Background: an optimization exercise with open tools, aiming at small area. Do not read the settings as production practice.
The RTL was checked by simulation tests, not by an equivalence proof against the original design.
Power is estimated from default activity; no workload was simulated.

===== config.mk =====
export PLATFORM = sky130hd
export DESIGN_NAME = uart_ip_top
export DESIGN_NICKNAME = uart_ip_top
export VERILOG_FILES = /design/flow/design.v
export SDC_FILE = /design/flow/constraint.sdc
export NUM_CORES = 4
export LEC_CHECK = 0
export CAP_MARGIN = 20
export CORE_MARGIN = 2
export CORE_UTILIZATION = 40
export SLEW_MARGIN = 20

===== constraint.sdc =====
create_clock -name core_clock -period 20.0 [get_ports {sys_clk}]
set_input_delay 4.0000 -clock core_clock [delete_from_list [all_inputs] [get_ports {sys_clk}]]
set_output_delay 4.0000 -clock core_clock [all_outputs]
set_load 0.01 [all_outputs]

===== design.v =====
 `timescale 1ns/1ps
 module async_fifo #(
     parameter  DEPTH   =   128,
     parameter  WIDTH   =   8
 )
 (
     clk,
     reset,
     r_ce,
     r_en,
     r_dout,
     r_depth,
     r_empty,
     w_ce,
     w_en, 
     w_din,
     w_depth,
     w_full
 );
    localparam  PTR_WIDTH   =   $clog2(DEPTH) + 1;   
    input                       clk;         
    input                       reset;
    input                       r_ce;        
    input                       r_en;
    output  [0:WIDTH - 1]       r_dout;
    output  [0:PTR_WIDTH - 1]   r_depth;
    output  r_empty;
    input                       w_ce;        
    input                       w_en;
    input   [0:WIDTH - 1]       w_din;
    output  [0:PTR_WIDTH - 1]   w_depth;
    output                      w_full;
    reg     [0:PTR_WIDTH - 1]   r_ptr;
    wire    [0:PTR_WIDTH - 1]   r_ptr_g;         
    reg     [0:PTR_WIDTH - 1]   r_ptr_g_s;       
    reg     [0:PTR_WIDTH - 1]   r_ptr_g_ss;      
    reg     [0:PTR_WIDTH - 1]   r_ptr_g_ss_b;    
    reg     [0:PTR_WIDTH - 1]   w_ptr;
    wire    [0:PTR_WIDTH - 1]   w_ptr_g;         
    reg     [0:PTR_WIDTH - 1]   w_ptr_g_s;       
    reg     [0:PTR_WIDTH - 1]   w_ptr_g_ss;      
    reg     [0:PTR_WIDTH - 1]   w_ptr_g_ss_b;    
    wire    [0:PTR_WIDTH - 1]   diff_r;
    wire    [0:PTR_WIDTH - 1]   diff_w;
    reg [0:WIDTH - 1]   mem [0:DEPTH - 1];
    assign  r_ptr_g         =   ((r_ptr >> 1) ^ r_ptr);
    assign  w_ptr_g         =   ((w_ptr >> 1) ^ w_ptr);
    always @(*) begin : grey_to_binary
        integer i;
        for(i = 0; i < PTR_WIDTH; i = i + 1) begin
            if(i == 0) begin
                r_ptr_g_ss_b[i] = r_ptr_g_ss[i];
                w_ptr_g_ss_b[i] = w_ptr_g_ss[i];
            end
            else begin
                r_ptr_g_ss_b[i] = r_ptr_g_ss[i] ^ r_ptr_g_ss_b[i - 1];
                w_ptr_g_ss_b[i] = w_ptr_g_ss[i] ^ w_ptr_g_ss_b[i - 1];
            end
        end
    end
    always @(posedge clk, posedge reset) begin
        if(reset) begin
            r_ptr_g_s <= 0;
            r_ptr_g_ss <= 0;
        end
        else if(w_ce) begin
            r_ptr_g_s <= r_ptr_g;
            r_ptr_g_ss <= r_ptr_g_s;
        end
    end
    always @(posedge clk, posedge reset) begin
        if(reset) begin
            w_ptr_g_s <= 0;
            w_ptr_g_ss <= 0;
        end
        else if(r_ce) begin
            w_ptr_g_s <= w_ptr_g;
            w_ptr_g_ss <= w_ptr_g_s;
        end
    end
    assign  diff_r  =   w_ptr_g_ss_b - r_ptr;
    assign  diff_w  =   w_ptr - r_ptr_g_ss_b;
    assign  r_empty =   (diff_r == 0);
    assign  r_depth =   diff_r;
    assign  w_full  =   (diff_w == DEPTH);
    assign  w_depth =   diff_w;
    assign  r_dout  =   mem[r_ptr[1:PTR_WIDTH - 1]];
    always @(posedge clk, posedge reset) begin
        if(reset) r_ptr <= 0;
        else if(r_ce && r_en)
            r_ptr <= r_ptr + 1;
    end
    always @(posedge clk) begin
        if(w_ce && w_en)
            mem[w_ptr[1:PTR_WIDTH - 1]] <= w_din;
    end
    always @(posedge clk, posedge reset) begin
        if(reset) w_ptr <= 0;
        else if(w_ce && w_en)
            w_ptr <= w_ptr + 1;
    end
 endmodule
 `timescale 1ns/1ps
 module uart_tx_clk_gen #(
     parameter  SYS_CLK_FREQ    =   200_000_000,     
     parameter  BAUD_RATE       =   19200            
 )
 (
     sys_clk, 
     reset,
     bit_clk
 );
    input   sys_clk;         
    input   reset;           
    output  bit_clk;
    localparam  COUNT_VALUE =   SYS_CLK_FREQ / BAUD_RATE;    
    reg                             sample_dff;      
    reg [0:$clog2(COUNT_VALUE) - 1] counter;         
    wire                            find_count;      
    assign  bit_clk =   sample_dff;
    assign  find_count  =   (counter == COUNT_VALUE - 1);
    always @(posedge sys_clk, posedge reset) begin
        if(reset) begin
            counter <= 0;
            sample_dff <= 0;
        end
        else begin
            if(find_count) counter <= 0;
            else counter <= counter + 1;
            sample_dff <= find_count;
        end
    end
 endmodule
 `timescale 1ns/1ps
 module uart_tx_send_logic #(
     parameter  FRAME_WIDTH    =   8    
 )
 (
     sys_clk,
     bit_clk,
     reset,
     uart_tx_en,
     uart_tx_din,  
     uart_tx_dout,  
     uart_tx_done
 );
    input                           sys_clk;         
    input                           bit_clk;         
    input                           reset;           
    input                           uart_tx_en;      
    input   [0:FRAME_WIDTH - 1]     uart_tx_din;     
    output                          uart_tx_dout;    
    output                          uart_tx_done;    
    localparam  IDLE    =   2'b00,  
                INIT    =   2'b01,  
                ACTIVE  =   2'b10,  
                STOP    =   2'b11;  
    reg [0:1]                               state;       
    reg [0:$clog2(FRAME_WIDTH + 1) - 1]     counter;     
    reg [0:FRAME_WIDTH]                     shift_reg;   
    reg [0:FRAME_WIDTH - 1]                 din_temp;    
    reg                                     parity_bit;  
    always @(*) begin : parity_generator
        integer i;
        parity_bit = 0;
        for(i = 0; i < FRAME_WIDTH; i = i + 1)
            parity_bit = (parity_bit ^ din_temp[i]);
    end
    always @(posedge sys_clk, posedge reset) begin
        if(reset) begin
            state <= IDLE;
            counter <= 0;
            shift_reg <= 1;  
            din_temp <= 0;
        end
        else if(bit_clk)
            case(state)
                IDLE : begin
                    if(uart_tx_en) begin
                        shift_reg[FRAME_WIDTH] <= 0;  
                        din_temp <= uart_tx_din;
                        state <= INIT;  
                    end
                end
                INIT : begin
                    shift_reg <= {parity_bit, din_temp};  
                    counter <= 0;
                    state <= ACTIVE;  
                end
                ACTIVE : begin
                    if(counter < FRAME_WIDTH) begin : shift_loop
                        integer i;
                        for(i = 1; i <= FRAME_WIDTH; i = i + 1) 
                            shift_reg[i] <= shift_reg[i - 1];  
                        counter <= counter + 1;
                    end
                    else begin
                        shift_reg[FRAME_WIDTH] <= 1;  
                        counter <= 0;
                        state <= STOP;  
                    end
                end
                STOP : begin   
                    if(counter == 1) state <= IDLE;  
                    else counter <= counter + 1;
                end
            endcase
    end
    assign  uart_tx_dout    =   shift_reg[FRAME_WIDTH];      
    assign  uart_tx_done    =   (state == IDLE);             
 endmodule
 `timescale 1ns/1ps
 module uart_tx_top #(
     parameter  SYS_CLK_FREQ    =   200_000_000,
     parameter  BAUD_RATE       =   19200,       
     parameter  FRAME_WIDTH     =   8
 )
 (
     sys_clk,
     reset,
     uart_tx_en,
     uart_tx_din,
     uart_tx_dout,
     uart_tx_done,
     uart_tx_bit_clk
 );
    input                       sys_clk;
    input                       reset;
    input                       uart_tx_en;
    input   [0:FRAME_WIDTH - 1] uart_tx_din;
    output                      uart_tx_dout;
    output                      uart_tx_done;
    output                      uart_tx_bit_clk;     
    wire                        bit_clk_i;
    assign  uart_tx_bit_clk =   bit_clk_i;
    uart_tx_send_logic #(
        .FRAME_WIDTH    (FRAME_WIDTH)
    )
    uart_tx_send_logic_inst
    (
        .sys_clk        (sys_clk),
        .bit_clk        (bit_clk_i),
        .reset          (reset),
        .uart_tx_en     (uart_tx_en),
        .uart_tx_din    (uart_tx_din),
        .uart_tx_dout   (uart_tx_dout),
        .uart_tx_done   (uart_tx_done)
    );
    uart_tx_clk_gen #(
        .SYS_CLK_FREQ   (SYS_CLK_FREQ),
        .BAUD_RATE      (BAUD_RATE)
    )
    uart_tx_clk_gen_inst
    (
        .sys_clk        (sys_clk),
        .reset          (reset),
        .bit_clk        (bit_clk_i)
    );
 endmodule
 `timescale 1ns/1ps
 module uart_rx_clk_gen #(
     parameter  SYS_CLK_FREQ    =   200_000_000,     
     parameter  BAUD_RATE       =   19200            
 )
 (
     sys_clk, 
     reset,
     sample_clk
 );
    input   sys_clk;         
    input   reset;           
    output  sample_clk;
    localparam  COUNT_VALUE =   SYS_CLK_FREQ / (BAUD_RATE * 16);    
    reg                             sample_dff;      
    reg [0:$clog2(COUNT_VALUE) - 1] counter;         
    wire                            find_count;      
    assign  sample_clk =   sample_dff;
    assign  find_count  =   (counter == COUNT_VALUE - 1);
    always @(posedge sys_clk, posedge reset) begin
        if(reset) begin
            counter <= 0;
            sample_dff <= 0;
        end
        else begin
            if(find_count) counter <= 0;
            else counter <= counter + 1;
            sample_dff <= find_count;
        end
    end
 endmodule
 `timescale 1ns/1ps
 module uart_rx_receive_logic #(
     parameter  FRAME_WIDTH =   8
 )
 (
     sys_clk,
     sample_clk,
     reset,
     uart_rx_din,
     uart_rx_dout,
     uart_rx_done,
     uart_rx_data_error,
     uart_rx_frame_error
 );
    input                       sys_clk;                 
    input                       sample_clk;              
    input                       reset;                   
    input                       uart_rx_din;
    output  [0:FRAME_WIDTH - 1] uart_rx_dout;            
    output                      uart_rx_done;
    output                      uart_rx_data_error;      
    output                      uart_rx_frame_error;     
    localparam  IDLE    =   2'b00,
                INIT    =   2'b01,
                SAMPLE  =   2'b10,
                DONE    =   2'b11;
    reg [0:4]               clk_counter;         
    reg [0:FRAME_WIDTH]     bit_counter;         
    reg [0:FRAME_WIDTH - 1] shift_reg;           
    reg                     parity_check_flag;   
    reg                     frame_check_flag;    
    reg [0:1]               state;               
    reg                     din_delay1;          
    reg                     din_delay2;          
    reg                     din_delay3;          
    wire                    negedge_detect;      
    reg                     parity_cur;          
    always @(*) begin : parity_generator_loop
        integer i;
        parity_cur = 0;
        for(i = 0; i < FRAME_WIDTH; i = i + 1)
            parity_cur = parity_cur ^ shift_reg[i];
    end
    always @(posedge sys_clk, posedge reset) begin
        if(reset) begin
            din_delay1 <= 0;
            din_delay2 <= 0;
            din_delay3 <= 0;
        end
        else if(sample_clk) begin
            din_delay1 <= uart_rx_din;
            din_delay2 <= din_delay1;    
            din_delay3 <= din_delay2;
        end
    end
    assign  negedge_detect  =   (~din_delay2) & din_delay3;
    always @(posedge sys_clk, posedge reset) begin
        if(reset) begin
            clk_counter <= 0;
            bit_counter <= 0;
            shift_reg <= 0;
            parity_check_flag <= 0;
            frame_check_flag <= 0;
            state <= IDLE;
        end
        else if(sample_clk)
            case(state)
                IDLE : 
                    if(negedge_detect) begin
                        clk_counter <= 0;
                        state <= INIT;
                    end
                INIT : begin
                    if(clk_counter == 6) begin
                        clk_counter <= 0;
                        bit_counter <= 0;
                        state <= SAMPLE;
                    end
                    else 
                        clk_counter <= clk_counter + 1;
                end
                SAMPLE : begin : shift_loop
                    integer i;
                    if(clk_counter == 15) begin
                        bit_counter <= bit_counter + 1;
                        clk_counter <= 0;
                        if(bit_counter < FRAME_WIDTH) begin  
                            shift_reg[0] <= uart_rx_din;
                            for(i = 1; i < FRAME_WIDTH; i = i + 1)
                                shift_reg[i] <= shift_reg[i - 1];
                        end
                        else if(bit_counter == FRAME_WIDTH) begin  
                            if(uart_rx_din == parity_cur)
                                parity_check_flag <= 0;
                            else 
                                parity_check_flag <= 1;  
                        end
                        else begin  
                            state <= DONE;
                            if(uart_rx_din == 1)
                                frame_check_flag <= 0;
                            else
                                frame_check_flag <= 1;
                        end
                    end
                    else 
                        clk_counter <= clk_counter + 1;
                end
                DONE : state <= IDLE;
            endcase
    end
    assign  uart_rx_done        =   (state == DONE);
    assign  uart_rx_data_error  =   parity_check_flag;
    assign  uart_rx_frame_error =   frame_check_flag;
    assign  uart_rx_dout        =   shift_reg;
 endmodule  
 `timescale 1ns/1ps
 module uart_rx_top #(
     parameter  SYS_CLK_FREQ    =   200_000_000,
     parameter  BAUD_RATE       =   19200,   
     parameter  FRAME_WIDTH     =   8
 )
 (
     sys_clk,
     reset,
     uart_rx_din,
     uart_rx_dout,
     uart_rx_done,
     uart_rx_data_error,
     uart_rx_frame_error,
     uart_rx_sample_clk
 );
    input                       sys_clk;
    input                       reset;
    input                       uart_rx_din;
    output  [0:FRAME_WIDTH - 1] uart_rx_dout;
    output                      uart_rx_done;
    output                      uart_rx_data_error;
    output                      uart_rx_frame_error;
    output                      uart_rx_sample_clk;  
    wire                        sample_clk_i;
    assign  uart_rx_sample_clk  =   sample_clk_i;   
    uart_rx_receive_logic #(
        .FRAME_WIDTH            (FRAME_WIDTH)
    )
    uart_rx_receive_logic_inst
    (
        .sys_clk                (sys_clk),
        .sample_clk             (sample_clk_i),
        .reset                  (reset),
        .uart_rx_din            (uart_rx_din),
        .uart_rx_dout           (uart_rx_dout),
        .uart_rx_done           (uart_rx_done),
        .uart_rx_data_error     (uart_rx_data_error),
        .uart_rx_frame_error    (uart_rx_frame_error)
    );
    uart_rx_clk_gen #(
        .SYS_CLK_FREQ           (SYS_CLK_FREQ),
        .BAUD_RATE              (BAUD_RATE)
    )
    uart_rx_clk_gen_inst
    (
        .sys_clk                (sys_clk),
        .reset                  (reset),
        .sample_clk             (sample_clk_i)
    );
 endmodule
 `timescale 1ns/1ps
 module uart_ip_top #(
     parameter  FRAME_WIDTH     =   8,
     parameter  FIFO_DEPTH      =   16,
     parameter  BAUD_RATE       =   115_200,
     parameter  SYS_CLK_FREQ    =   50_000_000
 )
 (
     sys_clk,
     reset,
     din,
     ri,
     si,
     tx,
     dout,
     ro, 
     so,
     rx
 );
    input                       sys_clk;     
    input                       reset;       
    input   [0:FRAME_WIDTH - 1] din;
    input                       si;          
    output                      ri;          
    output                      tx;          
    output  [0:FRAME_WIDTH - 1] dout;
    input                       ro;          
    output                      so;          
    input                       rx;          
    wire                        in_buf_full;
    wire                        in_buf_w_en;
    wire    [0:FRAME_WIDTH - 1] in_buf_w_din;
    wire                        in_buf_empty;
    wire                        in_buf_r_en;
    wire    [0:FRAME_WIDTH - 1] in_buf_r_dout;
    wire                        out_buf_full;
    wire                        out_buf_w_en;
    wire    [0:FRAME_WIDTH - 1] out_buf_w_din;
    wire                        out_buf_empty;
    wire                        out_buf_r_en;
    wire    [0:FRAME_WIDTH - 1] out_buf_r_dout;
    wire                        bit_clk;
    wire                        uart_tx_en;
    wire    [0:FRAME_WIDTH - 1] uart_tx_din;
    wire                        uart_tx_dout;
    wire                        uart_tx_done;
    wire                        sample_clk;
    wire                        uart_rx_din;
    wire    [0:FRAME_WIDTH - 1] uart_rx_dout;
    wire                        uart_rx_done;
    wire                        uart_rx_data_error;
    wire                        uart_rx_frame_error;
    async_fifo #(
        .DEPTH              (FIFO_DEPTH),
        .WIDTH              (FRAME_WIDTH)
    )
    in_buf
    (
        .clk                (sys_clk),
        .reset              (reset),
        .r_ce               (bit_clk),
        .r_en               (in_buf_r_en),
        .r_dout             (in_buf_r_dout),
        .r_depth            (),
        .r_empty            (in_buf_empty),
        .w_ce               (1'b1),
        .w_en               (in_buf_w_en),
        .w_din              (in_buf_w_din),
        .w_depth            (),
        .w_full             (in_buf_full)
    );
    uart_tx_top #(
        .SYS_CLK_FREQ       (SYS_CLK_FREQ),
        .BAUD_RATE          (BAUD_RATE),
        .FRAME_WIDTH        (FRAME_WIDTH)
    )
    tx_inst
    (
        .sys_clk            (sys_clk),
        .reset              (reset),
        .uart_tx_en         (uart_tx_en),
        .uart_tx_din        (uart_tx_din),
        .uart_tx_dout       (uart_tx_dout),
        .uart_tx_done       (uart_tx_done),
        .uart_tx_bit_clk    (bit_clk)
    );
    async_fifo #(
        .DEPTH              (FIFO_DEPTH),
        .WIDTH              (FRAME_WIDTH)
    )
    out_buf
    (
        .clk                (sys_clk),
        .reset              (reset),
        .r_ce               (1'b1),
        .r_en               (out_buf_r_en),
        .r_dout             (out_buf_r_dout),
        .r_depth            (),
        .r_empty            (out_buf_empty),
        .w_ce               (sample_clk),
        .w_en               (out_buf_w_en),
        .w_din              (out_buf_w_din),
        .w_depth            (),
        .w_full             (out_buf_full)
    );
    uart_rx_top #(
        .SYS_CLK_FREQ           (SYS_CLK_FREQ),
        .BAUD_RATE              (BAUD_RATE),
        .FRAME_WIDTH            (FRAME_WIDTH)
    )
    rx_inst
    (
        .sys_clk                (sys_clk),
        .reset                  (reset),
        .uart_rx_din            (uart_rx_din),
        .uart_rx_dout           (uart_rx_dout),
        .uart_rx_done           (uart_rx_done),
        .uart_rx_data_error     (uart_rx_data_error),
        .uart_rx_frame_error    (uart_rx_frame_error),
        .uart_rx_sample_clk     (sample_clk)
    );
    assign  ri              =   si & (!in_buf_full);
    assign  in_buf_w_en     =   ri;
    assign  in_buf_w_din    =   (in_buf_w_en) ? din : 0;
    assign  in_buf_r_en     =   uart_tx_done & (!in_buf_empty);
    assign  uart_tx_en      =   uart_tx_done & (!in_buf_empty);
    assign  uart_tx_din     =   in_buf_r_dout;
    assign  tx              =   uart_tx_dout;
    assign  so              =   (!out_buf_empty);
    assign  out_buf_r_en    =   so & ro;
    assign  dout            =   (out_buf_r_en) ? out_buf_r_dout : 0;
    assign  out_buf_w_en    =  uart_rx_done & (!out_buf_full);
    assign  out_buf_w_din   =  (out_buf_w_en) ? uart_rx_dout : 0;
    assign  uart_rx_din     =   rx;
 endmodule      

===== run.sh =====
#!/bin/bash
# synth_recipe.tcl (not shown) runs the flow's synth.tcl, then flattens the netlist and writes it again
# the make line also repeats each setting of config.mk as NAME=value (left out here)
make -C /OpenROAD-flow-scripts/flow DESIGN_CONFIG=/design/flow/config.mk WORK_HOME=/design/flow/orfs CLKGATE_MAP_FILE= SYNTH_SCRIPT=/design/flow/synth_recipe.tcl finish

==> flow_metrics.py, run 1 <==
metrics = {
    "outcome": {
        "outcome": "finished clean",
    },
    "detailed_routing": {
        "ant_nets": 0,
        "drcViolationCount": 0,
        "drt-initial-drc-count": 496,
        "wl_per_cell_um": 17.9,
        "routed_wl_um": 28000,
        "vias_per_cell": 5.06,
        "drt_pre_antenna_iters": 4,
        "vias": 7901,
    },
    "setup_path": {
        "critPathTopFamily": "buffers and inverters",
        "cpPeakStageDelay_ps": 630,
        "r2r-start": "in_buf.r_ptr_g_ss[0]",
        "rrSetupSlack_ps": 16400,
        "worstSetupPathType": "input port to primary output",
        "cp_max_fo": 18,
        "path_buf_inv": 2,
        "path_cells": "clkdlybuf4s50_1, and2_1, clkdlybuf4s50_1",
        "cp.required_ps": 16000,
        "cp_slowest_cell": "clkdlybuf4s50_1",
        "critPathMostFrequentCell": "clkdlybuf4s50_1",
        "end_kind": "primary output",
        "start_kind": "input port",
        "reg2regPathDepth": 11,
        "r2r-end": "in_buf.mem[11][4]",
        "cp.arrival_ps": 5640,
    },
    "die": {
        "die_area_mm2": 0.0424,
        "die_y_um": 206,
        "start_util_pct": 40.7,
        "rows": 73,
        "die_width_um": 206,
        "core_mm2": 0.0400,
        "io_pins": 24,
    },
    "layout": {
        "multi_input_area_mm2": 0.00514,
        "insertedDiodeCount": 0,
        "nFillCells": 3456,
        "nNetsFinal": 1081,
        "area_delta_synth_final_pct": 13.3,
        "fin_util_pct": 46.2,
        "layout-drive-gt1-share_pct": 19.4,
        "seq_area_mm2": 0.0108,
    },
    "hold_path": {
        "hp-class": "register to register",
        "hp-start": "out_buf.w_ptr_g_s[3]",
        "hold-path-endpoint": "out_buf.w_ptr_g_ss[3]",
        "hold_depth": 0,
    },
    "yosys": {
        "yosys_warnings": 5,
        "syn_nets": 1043,
        "ys_ff_latch": 382,
        "seq_area_frac_synth_pct": 66.5,
        "synth-edff-count": 256,
        "async_reset_ff_share_pct": 33.0,
        "synth_cell_types": 54,
        "netlist_instances": 969,
        "netlist_area_mm2": 0.0163,
        "syn_area_per_cell_um2": 16.8,
        "synthFlopType": "edfxtp_1",
    },
    "clock_network": {
        "cts_tree": "built",
        "cts_max_level": 2,
        "postCtsHoldBufs": 0,
        "clockBufferDepth": 3,
        "cts-root-buf": "clkbuf_16",
        "cts_num_sinks": 382,
        "cts_buffers": 41,
        "post_cts_buffers": 0,
        "cts_resized": 0,
        "worstSkewPairLatency_ps": 540,
        "clk_pin_slew_ps": 60,
    },
    "grt": {
        "grt_start_max_net_pins": 82,
        "gr-total-overflow": 0,
        "grtUsageTotal_pct": 13.9,
        "antenna_found_initial": 0,
        "grt_pass1_wl_um": 46000,
        "grt_pass1_vias": 8487,
    },
    "timing": {
        "finalSetupTns_ps": 0,
        "finalHoldViolations": 0,
        "rsz0062_at_grt": "false",
        "worst_slew_pin_slew_ps": 965,
        "maxSlewHeadroom_pct": 35.1,
        "drv_slew": 0,
        "setup_ws_ps": 10360,
        "fmax_mhz": 104,
        "period_share_pct": 48.2,
        "finalCriticalPeriod_ps": 9640,
        "finClkSkew_ps": 9.87,
        "setup_violations": 0,
    },
    "job": {
        "maxCapViolations": 0,
    },
    "place": {
        "pre_cts_ws_ps": 10390,
        "hpwl_um": 18500,
        "gp_congestion": 0.756,
        "port-buffer-count": 23,
    },
    "power": {
        "ir_drop_uv": 73.9,
        "p_leak_nw": 6.55,
        "total_power_mw": 1.74,
        "power.density_mw_per_mm2": 94.1,
    },
}
synth_stat cells, types with 9 or more instances:
cell / number / area (um2)
o21ai_0: 39 / 195
ha_1: 61 / 763
xor2_1: 27 / 236
and2_1: 11 / 68.8
mux2_2: 36 / 405
a21oi_1: 11 / 55.1
clkbuf_1: 22 / 82.6
edfxtp_1: 256 / 7690
nor2_1: 32 / 120
mux2i_1: 10 / 100
and3_1: 41 / 257
nand2_1: 34 / 128
xnor2_1: 41 / 359
dfrtp_1: 125 / 3130
nand3_1: 19 / 95.1
buf_2: 9 / 45.0
inv_1: 43 / 161
mux4_2: 80 / 1800
logic make-up after synthesis:
| group | Yosys count | synth area share, % |
|---|---|---|
| DFF | 382 | 66.5 |
| and+or+nand+nor | 175 | 5.79 |
| muxes | 130 | 14.5 |
| buffers and inverters | 80 | 1.98 |
| AOI/OAI and AO/OA | 72 | 2.72 |
| xor gates and xnor gates | 69 | 3.79 |
| adders and majority gates | 61 | 4.68 |
worst reg2reg max path: stages (launching register included):
cell and delay (ps):
dfrtp_1 390, xnor2_1 250, xor2_1 250, xor2_1 260, xnor2_1 110, ha_1 210, nor2b_1 100, o21ai_0 90
and4b_1 210, o2111ai_2 290, and2_1 490, and3_1 580
stage by stage:
stage / cells / hold WS, ps / area, um2
2_1_floorplan: 969 / 331 / 16300
3_3_place_gp: 1489 / 333 / 17100
3_5_place_dp: 1489 / 337 / 17100
4_1_cts: 1562 / 356 / 18500
5_1_grt: 1562 / 357 / 18500
6_report: 1562 / 349 / 18500
cell type report:
type	count	area share, %
Clock buffer	48	6.04
Clock inverter	25	1.39
Inverter	45	0.942
Multi-Input combinational cell	507	27.8
Sequential cell	382	58.7
Tap cell	525	3.56
Timing Repair Buffer	30	1.53
how the worst max path moves through the flow:
stage                     from  end  slack (ps)  depth (start not counted)
after floorplan             si   ri       11590                          3
after detailed placement    si   ri       10390                          3
after global routing        si   ri       10280                          3
after CTS                   si   ri       10390                          3
after global placement      si   ri       10430                          3
final                       si   ri       10360                          3
metal layers:
layer  GRT usage [%]  share of wire, %  vias up
li1                -                 -     3766
met1            18.2                46     4008
met2            23.7                50       90
met3            2.68               3.1       37
met4            3.78               1.7        0
met5               0                 0        -
report_power, final:
group,leakage [nW],switching (mW),internal (mW)
clock network,0.671,0.301,0.463
registers,3.75,0.0131,0.873
logic,2.13,0.0535,0.0343
cell usage in the layout, fill, tap and decap left out, drive strengths merged, types with 7 or more instances in the layout:
cell type      synthesis  routed
mux2i                 10      10
nand3                 19      19
edfxtp               256     256
ha                    61      61
clkbuf                22      48
and2                  11      11
buf                   13       7
nand4                  7       7
inv                   45      46
mux4                  80      80
xor2                  27      27
and3                  41      41
nand2                 34      34
nor2b                  7       7
xnor2                 41      41
nor2                  33      33
clkinv                 0      17
nand2b                 7       7
o21ai                 39      39
a21oi                 11      11
dfrtp                125     125
mux2                  40      40
clkdlybuf4s50          0      23
==> run 2: changes to the inputs <==
--- a/config.mk
+++ b/config.mk
@@ -8,4 +8,5 @@
 export CAP_MARGIN = 20
 export CORE_MARGIN = 2
 export CORE_UTILIZATION = 40
+export CTS_BUF_LIST = sky130_fd_sc_hd__clkbuf_4
 export SLEW_MARGIN = 20
==> run 2 against run 1 <==
  * Clock-buffer cell count rose by 108
  * Synthesized cell count did not move
  * Flip-flop and latch count did not move
  * Via count rose by 3.8%
  * Maximum frequency rose by 0.11%
  * Register-to-register slack improved by 30 ps
  * Sequential power barely moved
  * Final area fell by 0.48%
  * Total power fell by 5.1%
  * Synthesized area did not move
  * Hold slack got worse by 3.1 ps
  * Critical endpoint unchanged
  * Largest power group unchanged
  * Highest routed layer unchanged
==> flow_metrics.py, run 2 <==
metrics = {
    "outcome": {
        "outcome": "finished clean",
    },
    "timing": {
        "finalCriticalPeriod_ps": 9630,
        "period_share_pct": 48.1,
        "finalHoldViolations": 0,
        "setup_violations": 0,
        "finClkSkew_ps": 44.5,
        "finalSetupTns_ps": 0,
        "maxSlewHeadroom_pct": 34.7,
        "fmax_mhz": 104,
        "worst_slew_pin_slew_ps": 970,
        "drv_slew": 0,
        "rsz0062_at_grt": "false",
        "setup_ws_ps": 10370,
        "fin_hold_ws_ps": 346,
    },
    "layout": {
        "final_common_cell": "edfxtp_1",
        "seq_area_mm2": 0.0108,
        "layout-drive-gt1-share_pct": 26.5,
        "multi_input_area_mm2": 0.00513,
        "area_delta_synth_final_pct": 12.7,
        "nFillCells": 3558,
        "nNetsFinal": 1137,
        "fin_util_pct": 45.9,
        "layout_common_cells": "edfxtp_1, clkbuf_4, dfrtp_1, mux4_2, ha_1",
    },
    "die": {
        "start_util_pct": 40.7,
        "die_area_mm2": 0.0424,
        "io_pins": 24,
        "die_width_um": 206,
        "core_mm2": 0.0400,
        "rows": 73,
        "die_y_um": 206,
    },
    "clock_network": {
        "worstSkewPairLatency_ps": 770,
        "cts-root-buf": "clkbuf_4",
        "post_cts_buffers": 0,
        "cts_tree": "built",
        "cts_buffers": 97,
        "clk_pin_slew_ps": 60,
        "postCtsHoldBufs": 0,
        "clockBufferDepth": 3,
        "cts_max_level": 3,
        "cts_num_sinks": 382,
        "cts_resized": 0,
    },
    "hold_path": {
        "hold-path-endpoint": "out_buf.w_ptr_g_ss[3]",
        "hold_depth": 0,
        "hp-class": "register to register",
        "hp-start": "out_buf.w_ptr_g_s[3]",
    },
    "detailed_routing": {
        "drt-initial-drc-count": 490,
        "routed_wl_um": 28400,
        "drt_pre_antenna_iters": 5,
        "ant_nets": 0,
        "vias": 8203,
        "wl_per_cell_um": 17.1,
        "drcViolationCount": 0,
        "vias_per_cell": 4.94,
    },
    "yosys": {
        "yosys_warnings": 5,
        "synth.top_cells.by_count": "edfxtp_1, dfrtp_1, mux4_2",
        "syn_nets": 1043,
        "synth_cell_types": 54,
        "ys_ff_latch": 382,
        "netlist_area_mm2": 0.0163,
        "synth_top_area_share_pct": 47.2,
        "syn_area_per_cell_um2": 16.8,
        "seq_area_frac_synth_pct": 66.5,
        "async_reset_ff_share_pct": 33.0,
        "synth.most_common_cell": "edfxtp_1",
        "synthFlopType": "edfxtp_1",
        "netlist_instances": 969,
        "synth-edff-count": 256,
        "synth_area_leaders": "edfxtp_1, dfrtp_1, mux4_2",
        "synth_area_leader_cell": "edfxtp_1",
    },
    "setup_path": {
        "cp.arrival_ps": 5630,
        "rrSetupSlack_ps": 16430,
        "end_kind": "primary output",
        "reg2regPathDepth": 11,
        "worstSetupPathType": "input port to primary output",
        "cp_max_fo": 18,
        "r2r-end": "in_buf.mem[11][6]",
        "cp.required_ps": 16000,
        "r2r-start": "in_buf.r_ptr_g_ss[0]",
        "start_kind": "input port",
    },
    "grt": {
        "grtUsageTotal_pct": 14.3,
        "grt_pass1_vias": 8974,
        "grt_pass1_wl_um": 47000,
        "antenna_found_initial": 1,
        "grt_start_max_net_pins": 82,
        "gr-total-overflow": 0,
    },
    "power": {
        "clockPowerShare_pct": 41.0,
        "intPower_mw": 1.28,
        "pwr-share-seq_pct": 53.7,
        "total_power_mw": 1.65,
        "combPwrFrac_pct": 5.3,
        "p_leak_nw": 6.64,
        "power.density_mw_per_mm2": 89.7,
        "switching_share_pct": 22.2,
        "p_switching_mw": 0.367,
        "ir_drop_uv": 57.0,
    },
    "job": {
        "maxCapViolations": 0,
    },
    "place": {
        "hpwl_um": 18500,
        "pre_cts_ws_ps": 10390,
        "port-buffer-count": 23,
        "gp_congestion": 0.756,
    },
}
## run 2: changes by cell type in the layout (fill, tap and decap cells not counted), sizes merged
cell      before  now
inv           46   47
bufinv         5    2
clkinv        17    9
clkbuf        48  156
diode          0    1
clkinvlp       2    1
## run 2: stage by stage
stage / std cells / cell area (um2)
2_1_floorplan: 969 / 16300
3_3_place_gp: 1489 / 17100
3_5_place_dp: 1489 / 17100
4_1_cts: 1659 / 18400
5_1_grt: 1660 / 18400
6_report: 1660 / 18400
## run 2: layout make-up
cell class / count / share of cell area (%)
Sequential cell: 382 / 59.0
Multi-Input combinational cell: 507 / 27.9
Clock buffer: 156 / 6.37
Tap cell: 525 / 3.57
Timing Repair Buffer: 30 / 1.54
Inverter: 45 / 0.946
Clock inverter: 14 / 0.599
Antenna cell: 1 / 0.0136
## run 2: cell families after synthesis
kind of cell | synth area share [%]
AND/OR/NAND/NOR | 5.79
adder cells (fa/ha/maj) | 4.68
flip-flops | 66.5
multiplexers | 14.5
XOR/XNOR | 3.79
buffers and inverters | 1.98
AO/OA/AOI/OAI | 2.72
## run 2: critical path, cell delays in order
cell             delay, ps
clkdlybuf4s50_1        530
and2_1                 460
clkdlybuf4s50_1        630
## run 2: layer usage
metal	share of wire, %	GRT usage (%)
met1	45	18.0
met2	49	23.6
met3	3.4	3.34
met4	2.2	6.66
met5	0	0
## run 2: how the worst max path moves through the flow
stage / startpoint / to / slack [ps] / depth (start not counted)
after global routing: si / ri / 10280 / 3
after CTS: si / ri / 10390 / 3
after detailed placement: si / ri / 10390 / 3
after floorplan: si / ri / 11590 / 3
final: si / ri / 10370 / 3
after global placement: si / ri / 10430 / 3
## run 2: power groups by stage
stage / Sequential (mW) / Clock (mW) / Combinational [mW]
final: 0.886 / 0.676 / 0.0876
after floorplan: 0.898 / 0 / 0.0601
after CTS: 0.886 / 0.705 / 0.0908
after detailed placement: 0.903 / 0 / 0.0902
after global placement: 0.902 / 0 / 0.0878
after global routing: 0.888 / 0.745 / 0.100
==> run 3: changes to the inputs <==
==> design.v (replaced) <==
`timescale 1ns/1ps
module uart_ip_top (
    sys_clk,
    reset,
    din,
    ri,
    si,
    tx,
    dout,
    ro,
    so,
    rx
);
    input           sys_clk;
    input           reset;
    input   [0:7]   din;
    input           si;
    output          ri;
    output          tx;
    output  [0:7]   dout;
    input           ro;
    output          so;
    input           rx;
    reg     [8:0]   tc;
    wire            bit_tick = (tc == 9'd434);
    wire            tc_two   = (tc == 9'd2);
    always @(posedge sys_clk, posedge reset)
        if (reset)          tc <= 9'd0;
        else if (bit_tick)  tc <= 9'd1;
        else                tc <= tc + 9'd1;
    reg     [0:7]   tmem [0:15];
    reg     [4:0]   twp;             
    reg     [4:0]   trp;             
    wire    [4:0]   tdx    = twp ^ trp;
    wire            t_full = (tdx == 5'b10000);
    wire            t_ne   = |tdx;
    assign ri = si & ~t_full;
    always @(posedge sys_clk)
        if (ri) tmem[twp[3:0]] <= din;
    always @(posedge sys_clk, posedge reset)
        if (reset)      twp <= 5'd0;
        else if (ri)    twp <= twp + 5'd1;
    reg     [3:0]   tp;
    reg             e_s, e_ss;       
    wire            t_idle = (tp == 4'd3);
    always @(posedge sys_clk, posedge reset)
        if (reset) begin
            tp   <= 4'd3;
            e_s  <= 1'b0;
            e_ss <= 1'b0;
        end
        else if (bit_tick) begin
            e_s  <= t_ne;
            e_ss <= e_s;
            if (t_idle) begin
                if (e_ss) tp <= 4'd7;
            end
            else tp <= tp + 4'd1;
        end
    always @(posedge sys_clk, posedge reset)
        if (reset)                      trp <= 5'd0;
        else if (tc_two && tp == 4'd7)  trp <= trp + 5'd1;
    reg     [0:7]   dt;
    always @(posedge sys_clk)
        if (bit_tick && t_idle && e_ss) dt <= tmem[trp[3:0]];
    wire            dbit = dt[~tp[2:0]];
    reg             par;
    always @(posedge sys_clk)
        if (bit_tick) par <= tp[3] & (par ^ dbit);
    assign tx = tp[3] ? dbit : (tp[2] ? 1'b0 : ((tp[1] | tp[0]) ? 1'b1 : par));
    reg     [4:0]   rc;
    wire            s_tick = (rc == 5'd27);
    wire            rc_two = (rc == 5'd2);
    always @(posedge sys_clk, posedge reset)
        if (reset)          rc <= 5'd0;
        else if (s_tick)    rc <= 5'd1;
        else                rc <= rc + 5'd1;
    reg             d1, d2, d3;
    always @(posedge sys_clk, posedge reset)
        if (reset) begin
            d1 <= 1'b0;
            d2 <= 1'b0;
            d3 <= 1'b0;
        end
        else if (s_tick) begin
            d1 <= rx;
            d2 <= d1;
            d3 <= d2;
        end
    reg             ridle;
    reg     [7:0]   k;
    wire            r_done = ~ridle & (k == 8'd167);
    always @(posedge sys_clk, posedge reset)
        if (reset) ridle <= 1'b1;
        else if (s_tick) begin
            if (ridle) begin
                if (~d2 & d3) ridle <= 1'b0;
            end
            else if (k == 8'd167) ridle <= 1'b1;
        end
    always @(posedge sys_clk)
        if (s_tick) begin
            if (ridle) k <= 8'd0;
            else       k <= k + 8'd1;
        end
    reg     [0:7]   sr;
    wire            shift = ~ridle && k[3:0] == 4'd6 && k[7:4] >= 4'd1 && k[7:4] <= 4'd8;
    always @(posedge sys_clk)
        if (s_tick && shift) sr <= {rx, sr[0:6]};
    reg     [0:7]   rmem [0:15];
    reg     [4:0]   rwp;             
    reg     [4:0]   rrp;
    reg             f_s, f_ss;       
    reg             wp;              
    wire    [4:0]   rdx    = rwp ^ rrp;
    wire            r_full = (rdx == 5'b10000);
    wire            wgo    = wp & rc_two;
    always @(posedge sys_clk, posedge reset)
        if (reset) begin
            f_s  <= 1'b0;
            f_ss <= 1'b0;
            wp   <= 1'b0;
        end
        else begin
            if (s_tick) begin
                f_s  <= r_full;
                f_ss <= f_s;
            end
            if (s_tick && r_done) wp <= ~f_ss;
            else if (rc_two)      wp <= 1'b0;
        end
    always @(posedge sys_clk)
        if (wgo) rmem[rwp[3:0]] <= sr;
    always @(posedge sys_clk, posedge reset)
        if (reset)      rwp <= 5'd0;
        else if (wgo)   rwp <= rwp + 5'd1;
    assign so = |rdx;
    wire rd = so & ro;
    assign dout = rd ? rmem[rrp[3:0]] : 8'd0;
    always @(posedge sys_clk, posedge reset)
        if (reset)      rrp <= 5'd0;
        else if (rd)    rrp <= rrp + 5'd1;
endmodule
--- a/config.mk
+++ b/config.mk
@@ -8,5 +8,4 @@
 export CAP_MARGIN = 20
 export CORE_MARGIN = 2
 export CORE_UTILIZATION = 40
-export CTS_BUF_LIST = sky130_fd_sc_hd__clkbuf_4
 export SLEW_MARGIN = 20
==> run 3 against run 2 <==
  * Still clean on timing, DRC and antenna
  * Wire length decreased by 11%
  * Total power decreased by 10%
  * Synthesized area decreased by 18%
  * Worst setup slack improved by 61 ps
  * Global-route usage increased by 0.33 points
  * Die area decreased by 18%
  * Largest cell class unchanged
==> flow_metrics.py, run 3 <==
metrics = {
    "clock_network": {
        "cts_buffers": 36,
        "post_cts_buffers": 0,
        "cts_tree": "built",
        "worstSkewPairLatency_ps": 530,
        "cts_max_level": 2,
        "cts-root-buf": "clkbuf_16",
        "clockBufferDepth": 3,
        "cts_resized": 0,
        "clk_pin_slew_ps": 60,
        "cts_num_sinks": 328,
        "postCtsHoldBufs": 0,
    },
    "power": {
        "power.density_mw_per_mm2": 98.0,
        "ir_drop_uv": 60.7,
        "p_leak_nw": 5.03,
    },
    "grt": {
        "grt_pass1_vias": 6862,
        "grtUsageTotal_pct": 14.7,
        "grt_pass1_wl_um": 39600,
        "grt_start_max_net_pins": 48,
        "gr-total-overflow": 0,
        "antenna_found_initial": 0,
    },
    "place": {
        "port-buffer-count": 23,
        "gp_congestion": 0.766,
        "hpwl_um": 15900,
        "pre_cts_ws_ps": 10460,
        "dp_cells": 1170,
    },
    "timing": {
        "drv_slew": 0,
        "rsz0062_at_grt": "false",
        "finalCriticalPeriod_ps": 9570,
        "fmax_mhz": 105,
        "finalHoldViolations": 0,
        "finClkSkew_ps": 23.0,
        "period_share_pct": 47.8,
        "finalSetupTns_ps": 0,
        "setup_violations": 0,
        "maxSlewHeadroom_pct": 32.4,
        "worst_slew_pin_slew_ps": 1010,
        "setup_ws_ps": 10430,
    },
    "layout": {
        "final_cells": 1234,
        "nFillCells": 2821,
        "area_delta_synth_final_pct": 13.3,
        "final_common_cell": "edfxtp_1",
        "layout-drive-gt1-share_pct": 16.8,
        "layout_common_cells": "edfxtp_1, mux4_2, dfrtp_1, clkbuf_16, nor2_1",
        "insertedDiodeCount": 0,
        "nNetsFinal": 797,
    },
    "detailed_routing": {
        "drt_pre_antenna_iters": 4,
        "vias_per_cell": 5.31,
        "drcViolationCount": 0,
        "vias": 6554,
        "routed_wl_um": 25300,
        "drt-initial-drc-count": 451,
        "ant_nets": 0,
        "wl_per_cell_um": 20.5,
    },
    "setup_path": {
        "cp.required_ps": 16000,
        "cpPeakStageDelay_ps": 620,
        "critPathMostFrequentCell": "clkdlybuf4s50_1",
        "r2r-end": "tmem[11][2]",
        "cp.arrival_ps": 5570,
        "cp_max_fo": 15,
        "reg2regPathDepth": 5,
        "r2r-start": "trp[0]",
        "path_cells": "clkdlybuf4s50_1, o21a_1, clkdlybuf4s50_1",
        "worstSetupPathType": "input port to primary output",
        "cp_slowest_cell": "clkdlybuf4s50_1",
        "start_kind": "input port",
        "crit_path_start": "si",
        "end_kind": "primary output",
        "rrSetupSlack_ps": 17250,
    },
    "die": {
        "core_mm2": 0.0327,
        "io_pins": 24,
        "rows": 66,
        "die_y_um": 187,
        "die_width_um": 187,
        "die_area_mm2": 0.0349,
        "start_util_pct": 40.8,
    },
    "yosys": {
        "syn_area_per_cell_um2": 18.2,
        "synth-edff-count": 281,
        "synth_area_leaders": "edfxtp_1, mux4_2, dfrtp_1",
        "synth.most_common_cell": "edfxtp_1",
        "synth_top_area_share_pct": 63.2,
        "seq_area_frac_synth_pct": 72.0,
        "syn_nets": 763,
        "synth.top_cells.by_count": "edfxtp_1, mux4_2, dfrtp_1",
        "synth_area_leader_cell": "edfxtp_1",
        "synth_cell_types": 51,
        "async_reset_ff_share_pct": 14.3,
        "yosys_warnings": 1,
        "ys_ff_latch": 328,
        "netlist_instances": 732,
        "synthFlopType": "edfxtp_1",
        "netlist_area_mm2": 0.0134,
    },
    "job": {
        "maxCapViolations": 0,
    },
    "hold_path": {
        "hold_depth": 1,
        "hp-class": "register to register",
        "hold-path-endpoint": "wp",
        "hp-start": "f_ss",
    },
    "outcome": {
        "outcome": "finished clean",
    },
}
==> run 3: worst max-delay path: cells and delay by family <==
kind,cells,cell delay (ps)
buffers and inverters,2,1150
AO/OA/AOI/OAI,1,410
==> run 3: cell type report <==
class,count,area (um2),share of cell area (%)
well taps,442,553,3.65
inverters,18,68.8,0.455
clock buffers,45,956,6.32
clock inverters,19,180,1.19
repair buffers,32,298,1.97
flip-flops and latches,328,9620,63.6
multi-input cells,350,3450,22.8
==> run 3: where the power goes <==
group	switching, mW	total (mW)	internal, mW
clock	0.261	0.629	0.368
sequential	0.0137	0.784	0.771
combinational	0.0434	0.0700	0.0265
total	0.318	1.48	1.17
==> run 3: per-layer routing <==
| metal | part of all wire [%] | global-route usage (%) | wire length [um] |
|---|---|---|---|
| met2 | 50 | 24.6 | 12600 |
| met3 | 4.5 | 2.88 | 1140 |
| met1 | 43 | 19.4 | 11000 |
| met5 | 0 | 0 | 0 |
| met4 | 2.3 | 4.43 | 580 |
==> run 3: worst max-delay path by stage <==
stage                     end  slack, ps
after floorplan            ri      11650
after global placement     ri      10490
after detailed placement   ri      10460
after CTS                  ri      10460
after global routing       ri      10390
final                      ri      10430
==> run 3: per-stage QoR <==
| stage | hold WS [ps] | power, mW | instance area, um2 | utilization (%) |
|---|---|---|---|---|
| floorplan | 423 | 0.841 | 13400 | - |
| global placement | 437 | 0.864 | 14000 | 42.8 |
| detailed placement | 453 | 0.869 | 14000 | 42.8 |
| CTS | 468 | 1.50 | 15100 | 46.3 |
| global route | 488 | 1.53 | 15100 | 46.3 |
| finish | 463 | 1.48 | 15100 | 46.3 |
==> run 3: logic make-up (layout without fill, tap and decap cells) <==
kind of cell,after synthesis,after routing,synth area share (%)
fa+ha+maj,18,18,1.69
buf+inv,54,114,2.10
simple gates,142,142,5.45
compound gates,68,68,3.45
xor+xnor,41,41,2.69
flops,328,328,72.0
mux,81,81,12.6
==> run 4: changes to the inputs <==
--- a/config.mk
+++ b/config.mk
@@ -8,4 +8,7 @@
 export CAP_MARGIN = 20
 export CORE_MARGIN = 2
 export CORE_UTILIZATION = 40
+export CTS_BUF_LIST = sky130_fd_sc_hd__clkbuf_8
+export CTS_CLUSTER_DIAMETER = 60
+export CTS_CLUSTER_SIZE = 16
 export SLEW_MARGIN = 20
==> run 4 against run 3 <==
  * Register-to-register slack worse by 80 ps
  * Global-route usage is 0.26 points lower
  * Via count down 0.96%
  * Cell count is 1.3% lower
  * Largest power group unchanged
  * Still clean
  * Clock-buffer cell count fell by 16
  * Worst setup slack better by 3.6 ps
  * First-iteration DRC count up 13%
  * Critical endpoint unchanged
  * Maximum frequency about the same
  * Total power is 16% lower
==> flow_metrics.py, run 4 <==
metrics = {
    "outcome": {
        "outcome": "finished clean",
    },
    "job": {
        "maxCapViolations": 0,
    },
    "power": {
        "ir_drop_uv": 52.4,
        "power.density_mw_per_mm2": 85.8,
        "p_leak_nw": 4.81,
        "total_power_mw": 1.25,
    },
    "hold_path": {
        "hp-class": "register to register",
        "hold_depth": 1,
        "hp-start": "f_ss",
    },
    "timing": {
        "finalCriticalPeriod_ps": 9560,
        "rsz0062_at_grt": "false",
        "period_share_pct": 47.8,
        "finalHoldViolations": 0,
        "fmax_mhz": 105,
        "setup_ws_ps": 10440,
        "finClkSkew_ps": 25.5,
        "fin_hold_ws_ps": 466,
        "setup_violations": 0,
        "maxSlewHeadroom_pct": 29.1,
        "worst_slew_pin_slew_ps": 1060,
        "finalSetupTns_ps": 0,
        "drv_slew": 0,
    },
    "yosys": {
        "async_reset_ff_share_pct": 14.3,
        "synthFlopType": "edfxtp_1",
        "synth.top_cells.by_count": "edfxtp_1, mux4_2, dfrtp_1",
        "synth-edff-count": 281,
        "synth_area_leaders": "edfxtp_1, mux4_2, dfrtp_1",
        "synth_compound_area_share_pct": 3.45,
        "synth_top_area_share_pct": 63.2,
        "yosys_warnings": 1,
        "synth_fa_ha_area_share_pct": 1.69,
        "synth_top_family_by_area": "multiplexers",
        "netlist_instances": 732,
        "seq_area_frac_synth_pct": 72.0,
        "synthSimpleGateAreaFrac_pct": 5.45,
        "muxShareOfSynthArea_pct": 12.6,
        "synth_cell_types": 51,
        "synth.most_common_cell": "edfxtp_1",
        "netlist_area_mm2": 0.0134,
        "syn_nets": 763,
        "synth_area_leader_cell": "edfxtp_1",
        "ys_ff_latch": 328,
        "synth-xor-area-share_pct": 2.69,
        "syn_area_per_cell_um2": 18.2,
    },
    "detailed_routing": {
        "drt-initial-drc-count": 508,
        "vias": 6491,
        "vias_per_cell": 5.33,
        "wl_per_cell_um": 20.5,
        "drcViolationCount": 0,
        "ant_nets": 0,
        "drt_pre_antenna_iters": 4,
        "routed_wl_um": 25000,
    },
    "grt": {
        "grt_start_max_net_pins": 48,
        "grtUsageTotal_pct": 14.4,
        "grt_pass1_wl_um": 39100,
        "gr-total-overflow": 0,
        "grt_pass1_vias": 6740,
        "antenna_found_initial": 0,
    },
    "layout": {
        "fin_util_pct": 44.6,
        "nNetsFinal": 789,
        "final_common_cell": "edfxtp_1",
        "seq_area_mm2": 0.00962,
        "area_delta_synth_final_pct": 9.31,
        "layout_common_cells": "edfxtp_1, mux4_2, dfrtp_1, nor2_1, nand2_1",
        "multi_input_area_mm2": 0.00345,
        "layout-drive-gt1-share_pct": 15.9,
        "nFillCells": 2846,
    },
    "clock_network": {
        "cts_buffers": 28,
        "postCtsHoldBufs": 0,
        "cts-root-buf": "clkbuf_8",
        "cts_max_level": 1,
        "cts_tree": "built",
        "post_cts_buffers": 0,
        "clk_pin_slew_ps": 90,
        "cts_num_sinks": 328,
        "clockBufferDepth": 3,
        "worstSkewPairLatency_ps": 580,
        "cts_resized": 0,
    },
    "setup_path": {
        "crit_path_start": "si",
        "r2r-start": "trp[0]",
        "cp_max_fo": 15,
        "cp.required_ps": 16000,
        "cp.arrival_ps": 5560,
        "start_kind": "input port",
        "reg2regPathDepth": 5,
        "end_kind": "primary output",
        "worstSetupPathType": "input port to primary output",
    },
    "place": {
        "gp_congestion": 0.766,
        "port-buffer-count": 23,
        "hpwl_um": 15900,
        "pre_cts_ws_ps": 10460,
    },
    "die": {
        "io_pins": 24,
        "rows": 66,
        "die_y_um": 187,
        "start_util_pct": 40.8,
        "core_mm2": 0.0327,
        "die_width_um": 187,
        "die_area_mm2": 0.0349,
    },
}
-- run 4: cell counts after synthesis --
Identical to the previous run, type by type.
-- run 4: kinds of logic after synthesis --
group	Yosys count
AOI/OAI and AO/OA	68
xor gates and xnor gates	41
buffers and inverters	54
muxes	81
adders and majority gates	18
and+or+nand+nor	142
DFF	328
-- run 4: path summary, 6_finish.rpt --
kind	endpoint	slack [ps]
max reg2reg	tmem[11][2]	17170
min reg2reg	wp	470
max in group asynchronous	rrp[0]	15550
min in group asynchronous	rwp[2]	3910
max	ri	10440
min	wp	470
-- run 4: per-stage QoR --
| stage | cell area (um2) | instances |
|---|---|---|
| 6_report | 14600 | 1218 |
| 5_1_grt | 14600 | 1217 |
| 4_1_cts | 14600 | 1217 |
| 3_5_place_dp | 14000 | 1170 |
| 3_3_place_gp | 14000 | 1170 |
| 2_1_floorplan | 13400 | 732 |
-- run 4: worst max-delay path, cell delays in order --
cell,delay [ps]
clkdlybuf4s50_1,530
o21a_1,410
clkdlybuf4s50_1,620
-- run 4: final cells by class --
type	instances	share of cell area (%)
Timing Repair Buffer	32	2.04
Multi-Input combinational cell	350	23.7
Tap cell	442	3.79
Antenna cell	1	0.0171
Clock buffer	29	2.73
Inverter	18	0.471
Sequential cell	328	65.9
Clock inverter	18	1.36
-- run 4: layer usage --
metal  wire length [um]  vias to the layer above  GRT usage [%]
met3               1100                       38           2.29
met5                  0                        -              0
met2              12500                      139           24.3
met1              10900                     3396           19.6
li1                   -                     2918              -
met4                481                        0           3.75
-- run 4: power by group --
part,switching [mW],internal [mW],total [mW]
clock network,0.221,0.179,0.400
registers,0.0135,0.769,0.783
logic,0.0434,0.0265,0.0699
total,0.278,0.975,1.25
==> run 5: changes to the inputs <==
--- a/config.mk
+++ b/config.mk
@@ -7,8 +7,8 @@
 export LEC_CHECK = 0
 export CAP_MARGIN = 20
 export CORE_MARGIN = 2
-export CORE_UTILIZATION = 40
-export CTS_BUF_LIST = sky130_fd_sc_hd__clkbuf_8
-export CTS_CLUSTER_DIAMETER = 60
-export CTS_CLUSTER_SIZE = 16
+export CORE_UTILIZATION = 60
+export CTS_BUF_LIST = sky130_fd_sc_hd__clkbuf_16
+export CTS_CLUSTER_DIAMETER = 80
+export CTS_CLUSTER_SIZE = 30
 export SLEW_MARGIN = 20
==> run 5 against run 4 <==
  * Clock skew shrank 8.6 ps
  * Worst setup slack lost 6.4 ps
  * Total power shrank 4.5%
  * Largest cell class unchanged
  * Clock power shrank 14%
==> flow_metrics.py, run 5 <==
metrics = {
    "grt": {
        "grt_start_max_net_pins": 48,
        "grt_pass1_wl_um": 37600,
        "gr-total-overflow": 0,
        "antenna_found_initial": 0,
        "grtUsageTotal_pct": 21.0,
        "grt_pass1_vias": 6420,
    },
    "die": {
        "io_pins": 24,
        "rows": 54,
        "die_area_mm2": 0.0235,
        "die_width_um": 153,
        "start_util_pct": 61.2,
        "core_mm2": 0.0218,
        "die_y_um": 153,
    },
    "setup_path": {
        "critPathMostFrequentCell": "clkdlybuf4s50_1",
        "cp_slowest_cell": "clkdlybuf4s50_1",
        "end_kind": "primary output",
        "path_cells": "clkdlybuf4s50_1, o21a_1, clkdlybuf4s50_1",
        "cp.required_ps": 16000,
        "worstSetupPathType": "input port to primary output",
        "critPathTopFamily": "buffers and inverters",
        "r2r-start": "trp[3]",
        "reg2regPathDepth": 4,
        "rrSetupSlack_ps": 17310,
        "crit_cells": 3,
        "r2r-end": "tmem[2][7]",
        "cp.arrival_ps": 5570,
        "start_kind": "input port",
        "cpPeakStageDelay_ps": 620,
        "cp_max_fo": 15,
        "path_buf_inv": 2,
    },
    "place": {
        "gp_congestion": 0.788,
        "port-buffer-count": 23,
        "dp_cells": 1009,
        "pre_cts_ws_ps": 10480,
        "hpwl_um": 15200,
    },
    "yosys": {
        "seq_area_frac_synth_pct": 72.0,
        "synth.top_cells.by_count": "edfxtp_1, mux4_2, dfrtp_1",
        "syn_area_per_cell_um2": 18.2,
        "netlist_area_mm2": 0.0134,
        "synth_area_leaders": "edfxtp_1, mux4_2, dfrtp_1",
        "async_reset_ff_share_pct": 14.3,
        "syn_nets": 763,
        "synthFlopType": "edfxtp_1",
        "synth-edff-count": 281,
        "synth_area_leader_cell": "edfxtp_1",
        "synth.most_common_cell": "edfxtp_1",
        "netlist_instances": 732,
        "yosys_warnings": 1,
        "ys_ff_latch": 328,
        "synth_top_area_share_pct": 63.2,
        "synth_cell_types": 51,
    },
    "clock_network": {
        "cts-root-buf": "clkbuf_16",
        "cts_buffers": 15,
        "cts_tree": "built",
        "postCtsHoldBufs": 0,
        "post_cts_buffers": 0,
        "cts_num_sinks": 328,
        "clk_pin_slew_ps": 120,
        "cts_max_level": 1,
        "worstSkewPairLatency_ps": 510,
        "cts_resized": 0,
        "clockBufferDepth": 3,
    },
    "layout": {
        "layout-drive-gt1-share_pct": 14.0,
        "insertedDiodeCount": 0,
        "area_delta_synth_final_pct": 6.60,
        "nNetsFinal": 777,
        "final_cells": 1032,
        "final_common_cell": "edfxtp_1",
        "layout_common_cells": "edfxtp_1, mux4_2, dfrtp_1, nor2_1, nand2_1",
    },
    "timing": {
        "finalHoldViolations": 0,
        "setup_ws_ps": 10430,
        "fmax_mhz": 105,
        "drv_slew": 0,
        "fin_hold_ws_ps": 475,
        "finClkSkew_ps": 17.0,
        "rsz0062_at_grt": "false",
        "finalSetupTns_ps": 0,
        "setup_violations": 0,
        "period_share_pct": 47.8,
        "maxSlewHeadroom_pct": 41.4,
        "finalCriticalPeriod_ps": 9570,
        "worst_slew_pin_slew_ps": 877,
    },
    "detailed_routing": {
        "wl_per_cell_um": 23.2,
        "vias": 6354,
        "drt_pre_antenna_iters": 5,
        "vias_per_cell": 6.16,
        "ant_nets": 0,
        "routed_wl_um": 23900,
        "drcViolationCount": 0,
        "drt-initial-drc-count": 432,
    },
    "hold_path": {
        "hold-path-endpoint": "wp",
        "hp-class": "register to register",
        "hold_depth": 1,
        "hp-start": "f_ss",
    },
    "job": {
        "maxCapViolations": 0,
    },
    "power": {
        "p_leak_nw": 4.71,
        "power.density_mw_per_mm2": 84.0,
        "ir_drop_uv": 78.4,
    },
    "outcome": {
        "outcome": "finished clean",
    },
}
run 5: cell counts after synthesis:
No cell type changed its count.
run 5: metal layers:
layer / vias up / wire length (um) / track usage [%]
met4: 0 / 431 / 4.50
li1: 2892 / - / -
met1: 3291 / 10200 / 30.2
met5: - / 0 / 0
met2: 147 / 12200 / 36.0
met3: 24 / 1050 / 1.96
run 5: worst register-to-register path, stage by stage, from the launching register on:
cell and delay (ps):
dfrtp_1 880, xnor2_1 160, nand4_1 270, o21a_1 420, and3_1 590
run 5: where the power goes:
group	switching [mW]	internal [mW]	total, mW	leakage [nW]
sequential	0.0130	0.769	0.782	3.14
combinational	0.0437	0.0263	0.0700	1.34
clock	0.202	0.142	0.344	0.217
total	0.258	0.937	1.20	4.71
run 5: worst max-delay path by stage:
stage,start,to
2_1_floorplan,si,ri
3_3_place_gp,si,ri
3_5_place_dp,si,ri
4_1_cts,si,ri
5_1_grt,si,ri
6_report,si,ri
run 5: stage by stage:
step / instance area [um2] / power, mW / utilization, %
final: 14200 / 1.20 / 65.2
after CTS: 14200 / 1.20 / 65.2
after global placement: 13800 / 0.865 / 63.2
after floorplan: 13400 / 0.841 / -
after global routing: 14200 / 1.24 / 65.2
after detailed placement: 13800 / 0.869 / 63.2
run 5: kinds of logic (layout without fill, tap and decap cells):
logic type,Yosys count,count (layout),share of synthesized area [%]
flip-flops,328,328,72.0
buffers and inverters,54,74,2.10
AO/OA/AOI/OAI,68,68,3.45
adder cells (fa/ha/maj),18,18,1.69
XOR/XNOR,41,41,2.69
AND/OR/NAND/NOR,142,142,5.45
multiplexers,81,81,12.6
run 5: layout make-up:
cell class | instances | area (um2)
Timing Repair Buffer | 33 | 305
Inverter | 18 | 68.8
Fill cell | 1467 | 7590
Clock buffer | 15 | 375
Clock inverter | 8 | 58.8
Multi-Input combinational cell | 350 | 3450
Sequential cell | 328 | 9620
Tap cell | 280 | 350

[port drivers added, routing unchanged]
The flow's constraints put no driver on any port. The routed layouts listed below were extracted and timed again, unchanged, in two steps. Step 1 sets driving cells, clkbuf_16 on the clock port and buf_2 on the other inputs (assumed; they add their load-dependent delay and slew). Step 2 also shifts input and output timing later by t, the mid clock arrival at the registers, as if the neighbouring blocks saw the same clock. a / b / c = ideal ports / drivers / drivers and shift; a / b = the first two.
run | t, ns | setup WS [ns] | worst register clock-pin slew, ns
run 1 | 0.581 | 10.364 / 10.341 / 10.341 | 0.06 / 0.06
run 2 | 0.794 | 10.374 / 10.351 / 10.351 | 0.07 / 0.07
run 3 | 0.562 | 10.435 / 10.405 / 10.405 | 0.06 / 0.06
run 4 | 0.615 | 10.438 / 10.409 / 10.409 | 0.11 / 0.11
run 5 | 0.540 | 10.432 / 10.411 / 10.411 | 0.12 / 0.12
After both steps every run listed still meets setup and hold. For run 3, which loses most, drivers alone change the setup slack by -0.030 ns; drivers and shift together by -0.030 ns.
